Background: an optimization exercise with open tools, aiming at small area and a short achievable clock period. Do not read the settings as production practice. No run shown here included a check of the RTL's function; only the layout flow was run.

## flow/design.v (module list and top-level ports; edited modules follow where they fit)
// module DCT: 8370 lines
// module DCT_fa: 4 lines
// module DCT_ha: 4 lines
module DCT #(parameter horizontal = 1) (
  input wire CLK, input wire RST, input wire i_stb,
  input wire [7:0] i_D0, i_D1, i_D2, i_D3, i_D4, i_D5, i_D6, i_D7,
  output wire o_stb,
  output wire signed [15:0] o_D0, o_D1, o_D2, o_D3, o_D4, o_D5, o_D6, o_D7
);
  // ...
==> flow/run.sh <==
#!/bin/bash
# synth_recipe.tcl (not shown) runs the flow's synth.tcl, then flattens the netlist and writes it again
# the make line also repeats each setting of config.mk as NAME=value (left out here)
make -C /OpenROAD-flow-scripts/flow DESIGN_CONFIG=/design/flow/config.mk WORK_HOME=/design/flow/orfs CLKGATE_MAP_FILE= SYNTH_SCRIPT=/design/flow/synth_recipe.tcl finish
==> flow/config.mk <==
export PLATFORM = sky130hd
export DESIGN_NAME = DCT
export DESIGN_NICKNAME = DCT
export VERILOG_FILES = /design/flow/design.v
export SDC_FILE = /design/flow/constraint.sdc
export NUM_CORES = 4
export LEC_CHECK = 0
export ABC_CLOCK_PERIOD_IN_PS = 3000
export CAP_MARGIN = 20
export CORE_MARGIN = 2
export CORE_UTILIZATION = 40
export PLACE_DENSITY = 0.6
export SETUP_SLACK_MARGIN = 5
export SLEW_MARGIN = 20
export SYNTH_HIERARCHICAL = 1
export SYNTH_MINIMUM_KEEP_SIZE = 0
==> flow/constraint.sdc <==
create_clock -name core_clock -period 8.0 [get_ports {CLK}]
set_input_delay 1.6000 -clock core_clock [delete_from_list [all_inputs] [get_ports {CLK}]]
set_output_delay 1.6000 -clock core_clock [all_outputs]
set_load 0.01 [all_outputs]
==> notes.md, run 1 <==
- CP max-delay cell: fa_1
- Max Slew Vio Count: 0
- Ys flop type: dfxtp_1
- Min-delay src: r2_801$_DFF_P_
- Post-Route Setup TNS: 0 ns
- Most common cell in the netlist: dfxtp_1
- Yosys top cell by area: dfxtp_1
- Cell type taking the most area: multi-input gates
- FF/Latch Area: 11900 sq um
- Fin util: 46.2%
- Commonest cells in the synthesized netlist: 591 x dfxtp_1, 533 x fa_1, 469 x ha_1, 383 x inv_1, 128 x buf_4
- Critical path depth: 13
- Post-place setup slack: 3.88 ns
- Global route total overflow: 0
- Uppermost layer routed: met5
- Share of the yosys chip area belonging to registers: roughly 33%
- Synth Area in Adders: 46.8%
- Crit Path Class: reg2reg
- Status: no timing/DRC/antenna violations
- Async S/R FF share, synth: 0%
- Post-synth EDFFs: 0
- Fill count: 8077
- FF-to-FF End: r2_1386$_DFF_P_
- DR pass1 iterations: 5
- Most Frequent Cell on Critical Path: o21a_1
- Main combinational cell family by area after synthesis: adder cells
- Die area: just over 90000 sq um
==> inputs of run 2 (changes only) <==
==> flow/flow/run.sh (new file) <==
#!/bin/bash
# Own layout flow: the standard layout (standard.sh, standard synthesis unchanged),
# with a tighter setup-repair target and plain buffers on the ports.
# Knobs are set in flow/knobs.txt (one make assignment per line).
set -euo pipefail
here=$(pwd)
python3 - "$here" <<'PY'
import sys, shlex
here = sys.argv[1]
s = open(here + '/standard.sh').read()
knobs = [l.strip() for l in open(here + '/flow/knobs.txt') if l.strip() and not l.startswith('#')]
extra = ' '.join(shlex.quote(k) for k in knobs)
s = s.replace('"${@:-finish}"', extra + ' "${@:-finish}"')
open(here + '/standard_own.sh', 'w').write(s)
PY
bash standard_own.sh > "$here/flow_make.log" 2>&1
==> flow/flow/knobs.txt (new file) <==
SETUP_SLACK_MARGIN=5.0
BUFFER_PORTS_ARGS=-buffer_cell sky130_fd_sc_hd__buf_2
==> flow/standard.sh (new file) <==
#!/bin/bash
# synth_recipe.tcl (not shown) runs the flow's synth.tcl, then flattens the netlist and writes it again
# the make line also repeats each setting of config.mk as NAME=value (left out here)
make -C /OpenROAD-flow-scripts/flow DESIGN_CONFIG=/design/flow/config.mk WORK_HOME=/design/flow/orfs CLKGATE_MAP_FILE= SYNTH_SCRIPT=/design/flow/synth_recipe.tcl "${@:-finish}"
removed: flow/run.sh
==> notes.md, run 2 <==
- Status: no timing/DRC/antenna violations (unchanged)
- Clk sinks: 591 (unchanged)
- Clk buf depth: 3 (unchanged)
- Die area: 90800 sq um (unchanged)
- Die Y: 301 microns (unchanged)
- RSZ-0062 raised after global routing: yes (unchanged)
- Num ports: 196 (unchanged)
- Global route total overflow: 0 (unchanged)
- Yosys top cell by area: dfxtp_1 (unchanged)
- Multi-input gate area: 21500 sq um (was 21600 sq um)
- H-tree Lvls: 3 (unchanged)
- First-pass GRT wire length: 125000 microns (was 126000 microns)
- Clock latency (worst-skew pair): 0.63 ns (about the same)
- Gpl congestion: 0.887 (was 0.881)
- Synth cell types: 66 (unchanged)
- Post-Route Setup TNS: 0 ns (unchanged)
- Worst setup EP type: flop (unchanged)
- Fin util: 45.2% (was 46.2%)
- Hold path depth: 0 (unchanged)
- Period Utilization, post-route: 38.6% (was 38.4%)
- Synthesized instance count: 2806 (unchanged)
- Endpoints failing setup: 0 (unchanged)
- Total CTS buffers: 69 (was 71)
- Share of the yosys chip area belonging to registers: 33.5% (unchanged)
- Number of antenna violations at the first check in global routing: 6 (was 1)
- Ys flop type: dfxtp_1 (unchanged)
- Avg WL per Cell: 19.2 microns (was 19.3 microns)
- Most common cell in the netlist: dfxtp_1 (unchanged)
- CP Launch Type: flop (unchanged)
- Clock Skew: 0.0215 ns (was 0.0303 ns)
- Drt initial violations: 880 (was 1060)
- CTS tree: done (unchanged)
- Layout Cells excl Fill: 4210 (was 4221)
- Detailed-route vias per instance: 4.66 (was 4.62)
- Slew @ Worst Pin: 0.983 ns (was 0.938 ns)
- Fill count: 8027 (was 8077)
- FF/Latch Area: 11900 sq um (about the same)
- Crit Path Class: reg2reg (unchanged)
- Commonest cells in the synthesized netlist: 591 x dfxtp_1, 533 x fa_1, 469 x ha_1, 383 x inv_1, 128 x buf_4 (unchanged)
- Arrival @ worst endpoint: 3.63 ns (was 3.61 ns)
- Number of synthesized register bits: 591 (unchanged)
- Top post-synthesis cells by area: dfxtp_1 33%, fa_1 30%, ha_1 17%, inv_1 4.1%, buf_4 2.7% (unchanged)
- Reg with most FFs: stb (unchanged)
- Starting Density: 40.2% (unchanged)
- Vias: 19600 (was 19500)
- Post-synth design cell area: 35300 sq um (unchanged)
- Hold Fails Final Rpt: 0 (unchanged)
- NumNets Final: 4061 (was 4074)
- Number of flip-flops in the largest register: 4 (unchanged)
- Most frequent cells in the layout: 562 x dfxtp_1, 533 x fa_1, 453 x ha_1 (was 558 x dfxtp_1, 533 x fa_1, 446 x ha_1)
- Max_cap viols: 0 (unchanged)
- ANT nets after route: 0 (unchanged)
- DR pass1 iterations: 5 (unchanged)
- Core area: 88000 sq um (unchanged)
- DRT Wirelength: 81000 microns (was 81500 microns)
- Commonest non-fill, non-tap cell in the layout: dfxtp_1 (unchanged)
- Vias in the first global route: 21100 (about the same)
- Share of cells above drive strength 1: 14.1% (was 9.10%)
- Post-detail-place hpwl: 62900 microns (about the same)
- Async S/R FF share, synth: 0% (unchanged)
- Fmax: 0.324 GHz (was 0.326 GHz)
- Slew margin rel.: 34.4% (was 37.4%)
- Die width: 301 microns (unchanged)
- Yosys top cell area share: 33.5% (unchanged)
- Max Slew Vio Count: 0 (unchanged)
- Mean Syn Cell Area: 12.6 sq um (unchanged)
- Hold Path Class: reg2reg (unchanged)
- Area Growth Syn to Fin: 12.4% (was 15.0%)
- Largest net degree at the start of global routing: 14 (unchanged)
- Critical path peak fanout: 3 (unchanged)
- DRC: 0 (unchanged)
- Ant diodes: 0 (was 1)
- Synthesis Warnings: 7 (unchanged)
- Total GRT Usage: 18.6% (was 18.8%)
- Cell row count: 109 (unchanged)
- R2R depth: 13 (unchanged)
- CTS root buffer: clkbuf_16 (unchanged)
- Cells after DPL: 4080 (was 4079)
- Post-synth EDFFs: 0 (unchanged)
- Clk slew on worst S/H paths: 0.06 ns (about the same)
- Critical Path RT: 8.55 ns (was 8.54 ns)
- Count of buffers from port buffering: 188 (unchanged)
- Final min period: 3.08 ns (was 3.07 ns)
==> run 2: stage by stage <==
| stage | cell area [sq um] | setup slack, ns | hold WS, ns |
|---|---|---|---|
| 3_5_place_dp | 37300 | 4.37 | 0.312 |
| 6_report | 39700 | 4.92 | 0.323 |
| 5_1_grt | 39700 | 4.77 | 0.329 |
| 2_1_floorplan | 35700 | 4.82 | 0.310 |
| 4_1_cts | 39600 | 4.90 | 0.326 |
| 3_3_place_gp | 37300 | 4.38 | 0.312 |
==> run 2: logic make-up after synthesis <==
kind of cell | Yosys count | share of synthesized area [%]
adders and majority gates | 1002 | 46.8
DFF | 591 | 33.5
buffers and inverters | 511 | 6.79
and+or+nand+nor | 273 | 3.75
AOI/OAI and AO/OA | 267 | 5.09
xor gates and xnor gates | 141 | 3.49
muxes | 19 | 0.595
other | 2 | 0.0212
==> run 2: worst paths after layout <==
| check | start | end | slack, ns |
|---|---|---|---|
| hold / removal | r2_805$_DFF_P_ | r3_806$_DFF_P_ | 0.32 |
| setup reg to reg | r1_977$_DFF_P_ | r2_1386$_DFF_P_ | 4.92 |
| hold reg to reg | r2_805$_DFF_P_ | r3_806$_DFF_P_ | 0.32 |
| setup / recovery | r1_977$_DFF_P_ | r2_1386$_DFF_P_ | 4.92 |
==> run 2: routing by layer <==
layer	wire length (microns)	part of all wire, %	global-route usage, %	up-vias
li1	-	-	-	9220
met1	36200	45	25.0	9772
met4	2270	2.8	5.83	8
met3	4610	5.7	3.48	129
met5	49	0.061	0	-
met2	37900	47	30.4	473
==> run 2: timing repair <==
action / in CTS / in global routing
cloned: 0 / 0
setup endpoints to repair: 62 / 34
hold buffers: 0 / 0
resized for setup: 24 / 25
pin swaps: 3 / 10
setup buffers: 3 / 3
==> run 2: Yosys stat by module (local to each module, per instance) <==
module | copies in the design | flip-flops and latches
DCT_fa | 533 | 0
DCT_ha | 409 | 0
DCT | 1 | 591
==> run 2: worst max-delay path: stages, from the launching register on <==
cell and delay [ns]:
dfxtp_4 0.35, fa_1 0.55, fa_1 0.42, ha_1 0.30, o21a_1 0.12, o21ai_2 0.13, a21boi_1 0.09, o21a_1 0.18
o21a_1 0.20, o21ai_2 0.16, nand2b_1 0.08, ha_1 0.18, nor2_1 0.12, xnor2_1 0.13
==> run 2: layout make-up <==
cell class	count	area share [%]
multi-input combinational	1735	54.0
sequential	591	29.9
clock buffer	89	4.84
inverter	383	3.74
tap	1165	3.67
timing repair buffer	212	2.84
clock inverter	35	0.992

## re-timing with driven ports
No port has a modelled driver above. Below, the same layouts with a new extraction and two added sets of constraints.
Step 1, drivers: a clkbuf_16 drives CLK and a buf_2 each remaining input, both assumed.
Step 2, shift: input delay + t, output delay - t, t = (earliest + latest rising clock arrival at the registers) / 2. This alone moves slack from input paths to output paths.
Three values: ideal, step 1, step 2; two values: the first two.
run	t, ns	slack for setup (ns)	hold slack, ns	worst setup path at the end	worst register clock-pin slew, ns
run 1	0.676	4.928 / 4.928 / 4.448	0.324 / 0.324 / 0.324	input to register	0.06 / 0.06
run 2	0.683	4.916 / 4.916 / 4.481	0.323 / 0.323 / 0.323	input to register	0.06 / 0.06
After both steps setup and hold are still met in every run listed. For run 1, which loses most, drivers alone change the setup slack by 0.000 ns; drivers and shift together by -0.480 ns.
